This design comes from an exercise in tuning for small area, a short achievable clock period and few clock cycles per item on the open sky130 flow, not from production work.
Function was checked by simulation only, so behaviour that the tests miss may differ from the original.

==> v8: inputs <==
Design calcpos, start of the top module:
module calcpos (
    input             clk,
    input             reset,
    input             sample_valid,
    input             trig,
    input      [19:0] adc_a,
    input      [19:0] adc_b,
    input      [19:0] adc_c,
    input      [19:0] adc_d,
    input      [15:0] cha_gain,
    input      [15:0] chb_gain,
    input      [15:0] chc_gain,
    input      [15:0] chd_gain,
    input      [31:0] cha_offset,
    input      [31:0] chb_offset,
    input      [31:0] chc_offset,
    input      [31:0] chd_offset,
    input      [31:0] divide,
    input      [31:0] kx,
    input      [31:0] ky,
    input      [31:0] xpos_offset,
    input      [31:0] ypos_offset,
    output reg        data_rdy,
    output     [31:0] trignum,
    output     [31:0] cha_mag,
    output     [31:0] chb_mag,
    output     [31:0] chc_mag,
    output     [31:0] chd_mag,
    output     [31:0] sum,
    output     [31:0] xpos,
    output     [31:0] ypos
);
==> flow/config.mk <==
export PLATFORM = sky130hd
export DESIGN_NAME = calcpos
export DESIGN_NICKNAME = calcpos
export VERILOG_FILES = /design/flow/design.v
export SDC_FILE = /design/flow/constraint.sdc
export NUM_CORES = 4
export LEC_CHECK = 0
export CAP_MARGIN = 20
export CORE_MARGIN = 2
export CORE_UTILIZATION = 40
export SLEW_MARGIN = 20
==> flow/constraint.sdc <==
create_clock -name core_clock -period 15.0 [get_ports {clk}]
set_input_delay 3.0000 -clock core_clock [delete_from_list [all_inputs] [get_ports {clk}]]
set_output_delay 3.0000 -clock core_clock [all_outputs]
set_load 0.01 [all_outputs]
standard.sh (not shown) runs the stock make flow with config.mk's settings and CLKGATE_MAP_FILE= SYNTH_SCRIPT=/design/flow/synth_recipe.tcl, a recipe that flattens the netlist after the stock synthesis.
==> flow/flow/run.sh <==
#!/bin/bash
set -euo pipefail
sed 's/ CLKGATE_MAP_FILE= / CLKGATE_MAP_FILE= SETUP_SLACK_MARGIN=7 /' standard.sh > standard_margin.sh
grep -q 'SETUP_SLACK_MARGIN=7' standard_margin.sh
bash standard_margin.sh > make.log 2>&1
==> v33 (differences from v8) <==
--- a/flow/design.v
+++ b/flow/design.v
@@ -45,11 +45,12 @@
   assign adc_in[1] = adc_b;  assign gain_in[1] = chb_gain;  assign ofs_in[1] = chb_offset;
   assign adc_in[2] = adc_c;  assign gain_in[2] = chc_gain;  assign ofs_in[2] = chc_offset;
   assign adc_in[3] = adc_d;  assign gain_in[3] = chd_gain;  assign ofs_in[3] = chd_offset;
   reg  v2, t2;
   wire ld1 = sv & tg;            
-  wire ld2 = v2 & t2;            
+  wire idle;
+  wire ld2 = ((ld1 & ~v2) | (v2 & t2)) & idle & ~reset;
   always @(posedge clk) begin
     if (reset) begin
       v2 <= 1'b0;
       t2 <= 1'b0;
       trigcnt <= 32'd0;
@@ -66,10 +67,13 @@
   localparam S_POS  = 3'd3;   
   reg [2:0]  state;
   reg [3:0]  cnt;
   reg [31:0] dvs;             
   reg [33:0] dvs3;            
+  reg [31:0] dvm;             
+  reg [33:0] dvm3;            
+  assign idle  = (state == S_IDLE);
   wire st_div  = (state == S_DIV);
   wire st_sums = (state == S_SUMS);
   wire st_pos  = (state == S_POS);
   wire pos_first = st_pos & (cnt == NPOS);
   wire pos_last  = st_pos & (cnt == 4'd1);
@@ -94,14 +98,14 @@
   wire [3:0]    qs;              
   wire [31:0]   remq [0:3];
   wire [NQ-1:0] qd [0:3];
   wire [31:0]   rem_sums [0:1];  
   wire [3:0]    lt16, lt17, lt18, lt19, lt20, lt21, lt22, lt23, lt24;   
-  wire m2 = |dvs[31:1];
-  wire m3 = |dvs[31:2];
-  wire m4 = |dvs[31:3];
-  wire m5 = |dvs[31:4];
+  wire m2 = |divide[31:1];
+  wire m3 = |divide[31:2];
+  wire m4 = |divide[31:3];
+  wire m5 = |divide[31:4];
   wire q16 = &lt16 | (&lt17 & m2) | (&lt18 & m3) | (&lt19 & m4) | (&lt20 & m5);
   wire q20 = &lt20 | (&lt21 & m2) | (&lt22 & m3) | (&lt23 & m4) | (&lt24 & m5);
   genvar g;
   generate
     for (g = 0; g < 4; g = g + 1) begin : chn
@@ -170,12 +174,14 @@
       assign lt22[g] = acc[39] ? ((&acc[39:22]) & (|acc[21:0])) : ~(|acc[39:22]);
       assign lt23[g] = acc[39] ? ((&acc[39:23]) & (|acc[22:0])) : ~(|acc[39:23]);
       assign lt24[g] = acc[39] ? ((&acc[39:24]) & (|acc[23:0])) : ~(|acc[39:24]);
       wire [31:0] rn;
       wire [NQ-1:0] q;
-      wire [33:0] sa = r4(rem, dsr[DW-1:DW-2], dvs, dvs3);
-      wire [33:0] sb = r4(sa[31:0], dsr[DW-3:DW-4], dvs, dvs3);
+      wire [31:0] dv  = (g < 2) ? dvs : dvm;
+      wire [33:0] dv3 = (g < 2) ? dvs3 : dvm3;
+      wire [33:0] sa = r4(rem, dsr[DW-1:DW-2], dv, dv3);
+      wire [33:0] sb = r4(sa[31:0], dsr[DW-3:DW-4], dv, dv3);
       assign q  = {sa[33:32], sb[33:32]};
       assign rn = sb[31:0];
       assign qd[g]   = q;
       assign remq[g] = rem;
       assign qv[g]   = dsr[31:0];
@@ -193,17 +199,17 @@
           dsr <= {{(DW-32){1'b0}}, qneg ? (32'd0 - dsr[31:0]) : dsr[31:0]};
       end
       if (g >= 2) begin : rg
         always @(posedge clk) begin
           if (ld2) rem <= ldv[DW+31:DW];
-          else if (st_div) rem <= rn;
+          else rem <= rn;
         end
       end else begin : rp
         always @(posedge clk) begin
           if (ld2) rem <= ldv[DW+31:DW];
-          else if (st_div | st_pos) rem <= rn;
           else if (st_sums) rem <= rem_sums[g];
+          else rem <= rn;
         end
       end
     end
   endgenerate
   function [63:0] csa4;       
@@ -252,12 +258,14 @@
   wire [34:0] kxs3 = negx ? (35'd0 - kx3) : kx3;
   wire [34:0] kys3 = negy ? (35'd0 - ky3) : ky3;
   always @(posedge clk) begin
     if (ld1) dvs <= divide;
     else if (st_sums) dvs <= sum_p[31] ? sum_n : sum_p;
-    if (ld2) dvs3 <= {2'b00, dvs} + {1'b0, dvs, 1'b0};
+    if (ld1) dvs3 <= {2'b00, divide} + {1'b0, divide, 1'b0};
     else if (st_sums) dvs3 <= sum_p[31] ? sum3_n : sum3_p;
+    if (ld1) dvm <= divide;
+    if (ld1) dvm3 <= {2'b00, divide} + {1'b0, divide, 1'b0};
   end
   function [36:0] kmul;       
     input [1:0]  d;
     input [32:0] k;
     input [34:0] k3;
==> flow/flow/run.sh (replaced) <==
#!/bin/bash
set -euo pipefail
sed 's/ CLKGATE_MAP_FILE= / CLKGATE_MAP_FILE= SETUP_SLACK_MARGIN=8 /' standard.sh > standard_margin.sh
grep -q 'SETUP_SLACK_MARGIN=8' standard_margin.sh
bash standard_margin.sh > make.log 2>&1
==> flow/config.mk (replaced) <==
export PLATFORM = sky130hd
export DESIGN_NAME = calcpos
export DESIGN_NICKNAME = calcpos
export VERILOG_FILES = /design/flow/design.v
export SDC_FILE = /design/flow/constraint.sdc
export NUM_CORES = 4
export LEC_CHECK = 0
export ABC_AREA = 1
export CAP_MARGIN = 20
export CORE_MARGIN = 2
export CORE_UTILIZATION = 40
export SLEW_MARGIN = 20
==> v13 (differences from v8) <==
--- a/flow/design.v
+++ b/flow/design.v
@@ -45,11 +45,12 @@
   assign adc_in[1] = adc_b;  assign gain_in[1] = chb_gain;  assign ofs_in[1] = chb_offset;
   assign adc_in[2] = adc_c;  assign gain_in[2] = chc_gain;  assign ofs_in[2] = chc_offset;
   assign adc_in[3] = adc_d;  assign gain_in[3] = chd_gain;  assign ofs_in[3] = chd_offset;
   reg  v2, t2;
   wire ld1 = sv & tg;            
-  wire ld2 = v2 & t2;            
+  wire idle;
+  wire ld2 = ((ld1 & ~v2) | (v2 & t2)) & idle & ~reset;
   always @(posedge clk) begin
     if (reset) begin
       v2 <= 1'b0;
       t2 <= 1'b0;
       trigcnt <= 32'd0;
@@ -66,10 +67,13 @@
   localparam S_POS  = 3'd3;   
   reg [2:0]  state;
   reg [3:0]  cnt;
   reg [31:0] dvs;             
   reg [33:0] dvs3;            
+  reg [31:0] dvm;             
+  reg [33:0] dvm3;            
+  assign idle  = (state == S_IDLE);
   wire st_div  = (state == S_DIV);
   wire st_sums = (state == S_SUMS);
   wire st_pos  = (state == S_POS);
   wire pos_first = st_pos & (cnt == NPOS);
   wire pos_last  = st_pos & (cnt == 4'd1);
@@ -94,14 +98,14 @@
   wire [3:0]    qs;              
   wire [31:0]   remq [0:3];
   wire [NQ-1:0] qd [0:3];
   wire [31:0]   rem_sums [0:1];  
   wire [3:0]    lt16, lt17, lt18, lt19, lt20, lt21, lt22, lt23, lt24;   
-  wire m2 = |dvs[31:1];
-  wire m3 = |dvs[31:2];
-  wire m4 = |dvs[31:3];
-  wire m5 = |dvs[31:4];
+  wire m2 = |divide[31:1];
+  wire m3 = |divide[31:2];
+  wire m4 = |divide[31:3];
+  wire m5 = |divide[31:4];
   wire q16 = &lt16 | (&lt17 & m2) | (&lt18 & m3) | (&lt19 & m4) | (&lt20 & m5);
   wire q20 = &lt20 | (&lt21 & m2) | (&lt22 & m3) | (&lt23 & m4) | (&lt24 & m5);
   genvar g;
   generate
     for (g = 0; g < 4; g = g + 1) begin : chn
@@ -170,12 +174,14 @@
       assign lt22[g] = acc[39] ? ((&acc[39:22]) & (|acc[21:0])) : ~(|acc[39:22]);
       assign lt23[g] = acc[39] ? ((&acc[39:23]) & (|acc[22:0])) : ~(|acc[39:23]);
       assign lt24[g] = acc[39] ? ((&acc[39:24]) & (|acc[23:0])) : ~(|acc[39:24]);
       wire [31:0] rn;
       wire [NQ-1:0] q;
-      wire [33:0] sa = r4(rem, dsr[DW-1:DW-2], dvs, dvs3);
-      wire [33:0] sb = r4(sa[31:0], dsr[DW-3:DW-4], dvs, dvs3);
+      wire [31:0] dv  = (g < 2) ? dvs : dvm;
+      wire [33:0] dv3 = (g < 2) ? dvs3 : dvm3;
+      wire [33:0] sa = r4(rem, dsr[DW-1:DW-2], dv, dv3);
+      wire [33:0] sb = r4(sa[31:0], dsr[DW-3:DW-4], dv, dv3);
       assign q  = {sa[33:32], sb[33:32]};
       assign rn = sb[31:0];
       assign qd[g]   = q;
       assign remq[g] = rem;
       assign qv[g]   = dsr[31:0];
@@ -193,17 +199,17 @@
           dsr <= {{(DW-32){1'b0}}, qneg ? (32'd0 - dsr[31:0]) : dsr[31:0]};
       end
       if (g >= 2) begin : rg
         always @(posedge clk) begin
           if (ld2) rem <= ldv[DW+31:DW];
-          else if (st_div) rem <= rn;
+          else rem <= rn;
         end
       end else begin : rp
         always @(posedge clk) begin
           if (ld2) rem <= ldv[DW+31:DW];
-          else if (st_div | st_pos) rem <= rn;
           else if (st_sums) rem <= rem_sums[g];
+          else rem <= rn;
         end
       end
     end
   endgenerate
   function [63:0] csa4;       
@@ -252,12 +258,14 @@
   wire [34:0] kxs3 = negx ? (35'd0 - kx3) : kx3;
   wire [34:0] kys3 = negy ? (35'd0 - ky3) : ky3;
   always @(posedge clk) begin
     if (ld1) dvs <= divide;
     else if (st_sums) dvs <= sum_p[31] ? sum_n : sum_p;
-    if (ld2) dvs3 <= {2'b00, dvs} + {1'b0, dvs, 1'b0};
+    if (ld1) dvs3 <= {2'b00, divide} + {1'b0, divide, 1'b0};
     else if (st_sums) dvs3 <= sum_p[31] ? sum3_n : sum3_p;
+    if (ld1) dvm <= divide;
+    if (ld1) dvm3 <= {2'b00, divide} + {1'b0, divide, 1'b0};
   end
   function [36:0] kmul;       
     input [1:0]  d;
     input [32:0] k;
     input [34:0] k3;
==> flow/config.mk (replaced) <==
export PLATFORM = sky130hd
export DESIGN_NAME = calcpos
export DESIGN_NICKNAME = calcpos
export VERILOG_FILES = /design/flow/design.v
export SDC_FILE = /design/flow/constraint.sdc
export NUM_CORES = 4
export LEC_CHECK = 0
export ABC_AREA = 1
export CAP_MARGIN = 20
export CORE_MARGIN = 2
export CORE_UTILIZATION = 40
export SLEW_MARGIN = 20
==> v5 (differences from v8) <==
--- a/flow/design.v
+++ b/flow/design.v
@@ -45,11 +45,12 @@
   assign adc_in[1] = adc_b;  assign gain_in[1] = chb_gain;  assign ofs_in[1] = chb_offset;
   assign adc_in[2] = adc_c;  assign gain_in[2] = chc_gain;  assign ofs_in[2] = chc_offset;
   assign adc_in[3] = adc_d;  assign gain_in[3] = chd_gain;  assign ofs_in[3] = chd_offset;
   reg  v2, t2;
   wire ld1 = sv & tg;            
-  wire ld2 = v2 & t2;            
+  wire idle;
+  wire ld2 = ((ld1 & ~v2) | (v2 & t2)) & idle & ~reset;
   always @(posedge clk) begin
     if (reset) begin
       v2 <= 1'b0;
       t2 <= 1'b0;
       trigcnt <= 32'd0;
@@ -66,10 +67,13 @@
   localparam S_POS  = 3'd3;   
   reg [2:0]  state;
   reg [3:0]  cnt;
   reg [31:0] dvs;             
   reg [33:0] dvs3;            
+  reg [31:0] dvm;             
+  reg [33:0] dvm3;            
+  assign idle  = (state == S_IDLE);
   wire st_div  = (state == S_DIV);
   wire st_sums = (state == S_SUMS);
   wire st_pos  = (state == S_POS);
   wire pos_first = st_pos & (cnt == NPOS);
   wire pos_last  = st_pos & (cnt == 4'd1);
@@ -94,14 +98,14 @@
   wire [3:0]    qs;              
   wire [31:0]   remq [0:3];
   wire [NQ-1:0] qd [0:3];
   wire [31:0]   rem_sums [0:1];  
   wire [3:0]    lt16, lt17, lt18, lt19, lt20, lt21, lt22, lt23, lt24;   
-  wire m2 = |dvs[31:1];
-  wire m3 = |dvs[31:2];
-  wire m4 = |dvs[31:3];
-  wire m5 = |dvs[31:4];
+  wire m2 = |divide[31:1];
+  wire m3 = |divide[31:2];
+  wire m4 = |divide[31:3];
+  wire m5 = |divide[31:4];
   wire q16 = &lt16 | (&lt17 & m2) | (&lt18 & m3) | (&lt19 & m4) | (&lt20 & m5);
   wire q20 = &lt20 | (&lt21 & m2) | (&lt22 & m3) | (&lt23 & m4) | (&lt24 & m5);
   genvar g;
   generate
     for (g = 0; g < 4; g = g + 1) begin : chn
@@ -170,12 +174,14 @@
       assign lt22[g] = acc[39] ? ((&acc[39:22]) & (|acc[21:0])) : ~(|acc[39:22]);
       assign lt23[g] = acc[39] ? ((&acc[39:23]) & (|acc[22:0])) : ~(|acc[39:23]);
       assign lt24[g] = acc[39] ? ((&acc[39:24]) & (|acc[23:0])) : ~(|acc[39:24]);
       wire [31:0] rn;
       wire [NQ-1:0] q;
-      wire [33:0] sa = r4(rem, dsr[DW-1:DW-2], dvs, dvs3);
-      wire [33:0] sb = r4(sa[31:0], dsr[DW-3:DW-4], dvs, dvs3);
+      wire [31:0] dv  = (g < 2) ? dvs : dvm;
+      wire [33:0] dv3 = (g < 2) ? dvs3 : dvm3;
+      wire [33:0] sa = r4(rem, dsr[DW-1:DW-2], dv, dv3);
+      wire [33:0] sb = r4(sa[31:0], dsr[DW-3:DW-4], dv, dv3);
       assign q  = {sa[33:32], sb[33:32]};
       assign rn = sb[31:0];
       assign qd[g]   = q;
       assign remq[g] = rem;
       assign qv[g]   = dsr[31:0];
@@ -193,17 +199,17 @@
           dsr <= {{(DW-32){1'b0}}, qneg ? (32'd0 - dsr[31:0]) : dsr[31:0]};
       end
       if (g >= 2) begin : rg
         always @(posedge clk) begin
           if (ld2) rem <= ldv[DW+31:DW];
-          else if (st_div) rem <= rn;
+          else rem <= rn;
         end
       end else begin : rp
         always @(posedge clk) begin
           if (ld2) rem <= ldv[DW+31:DW];
-          else if (st_div | st_pos) rem <= rn;
           else if (st_sums) rem <= rem_sums[g];
+          else rem <= rn;
         end
       end
     end
   endgenerate
   function [63:0] csa4;       
@@ -252,12 +258,14 @@
   wire [34:0] kxs3 = negx ? (35'd0 - kx3) : kx3;
   wire [34:0] kys3 = negy ? (35'd0 - ky3) : ky3;
   always @(posedge clk) begin
     if (ld1) dvs <= divide;
     else if (st_sums) dvs <= sum_p[31] ? sum_n : sum_p;
-    if (ld2) dvs3 <= {2'b00, dvs} + {1'b0, dvs, 1'b0};
+    if (ld1) dvs3 <= {2'b00, divide} + {1'b0, divide, 1'b0};
     else if (st_sums) dvs3 <= sum_p[31] ? sum3_n : sum3_p;
+    if (ld1) dvm <= divide;
+    if (ld1) dvm3 <= {2'b00, divide} + {1'b0, divide, 1'b0};
   end
   function [36:0] kmul;       
     input [1:0]  d;
     input [32:0] k;
     input [34:0] k3;
==> flow/run.sh (new file) <==
#!/bin/bash
# synth_recipe.tcl (not shown) runs the flow's synth.tcl, then flattens the netlist and writes it again
# the make line also repeats each setting of config.mk as NAME=value (left out here)
make -C /OpenROAD-flow-scripts/flow DESIGN_CONFIG=/design/flow/config.mk WORK_HOME=/design/flow/orfs CLKGATE_MAP_FILE= SYNTH_SCRIPT=/design/flow/synth_recipe.tcl finish
--- a/flow/config.mk
+++ b/flow/config.mk
@@ -6,6 +6,7 @@
 export NUM_CORES = 4
 export LEC_CHECK = 0
 export CAP_MARGIN = 20
 export CORE_MARGIN = 2
 export CORE_UTILIZATION = 40
+export SETUP_SLACK_MARGIN = 5
 export SLEW_MARGIN = 20
removed: flow/flow/run.sh
removed: flow/standard.sh
==> notes.md <==
Core utilization: v33 > v8 > v13 > v5.
Global-route usage: v33 is higher than v5 (5.2 points).
The highest cell count belongs to v33, the lowest to v5.
Critical path depth: v5 is lower than v8 (3).
Synthesized area is the same in v33 and v13.
Non-clock buffer count, highest first: v8, v33, v13, v5.
In v8 the sequential share of layout area is higher than in v13, by 0.78 points.
Against v33, the die area of v5 is smaller by about 9%.
Testbench counts of v8, summed over its fixed seeds: cycles 5,920, items 384.
Testbench counts of v33, summed over its fixed seeds: cycles 5,544, items 384.
Testbench counts of v13, summed over its fixed seeds: cycles 5,544, items 384.
Testbench counts of v5, summed over its fixed seeds: cycles 5,544, items 384.

## separate check: timing with driven ports
No port has a modelled driver above. Below, the same layouts with a new extraction and two added sets of constraints.
Step 1 sets driving cells, clkbuf_16 on the clock port and buf_2 on the other inputs (assumed; they add their load-dependent delay and slew).
Step 2 moves the port delays by t, midway between the first and last clock arrival at a register: inputs arrive t later, outputs are due t later. That takes back most of the time a late clock gives input paths.
Three values: ideal, step 1, step 2; two values: the first two.
run	t (ns)	slack for setup (ns)	pins driven straight from the clock port
v8	1.013	5.739 / 5.616 / 5.923	1
v33	1.052	6.955 / 6.825 / 6.957	1
v13	1.069	6.780 / 6.645 / 6.147	1
v5	1.051	5.178 / 5.058 / 5.329	1
After both steps every run listed still meets setup and hold. For v13, which loses most, drivers alone change the setup slack by -0.135 ns; drivers and shift together by -0.633 ns.
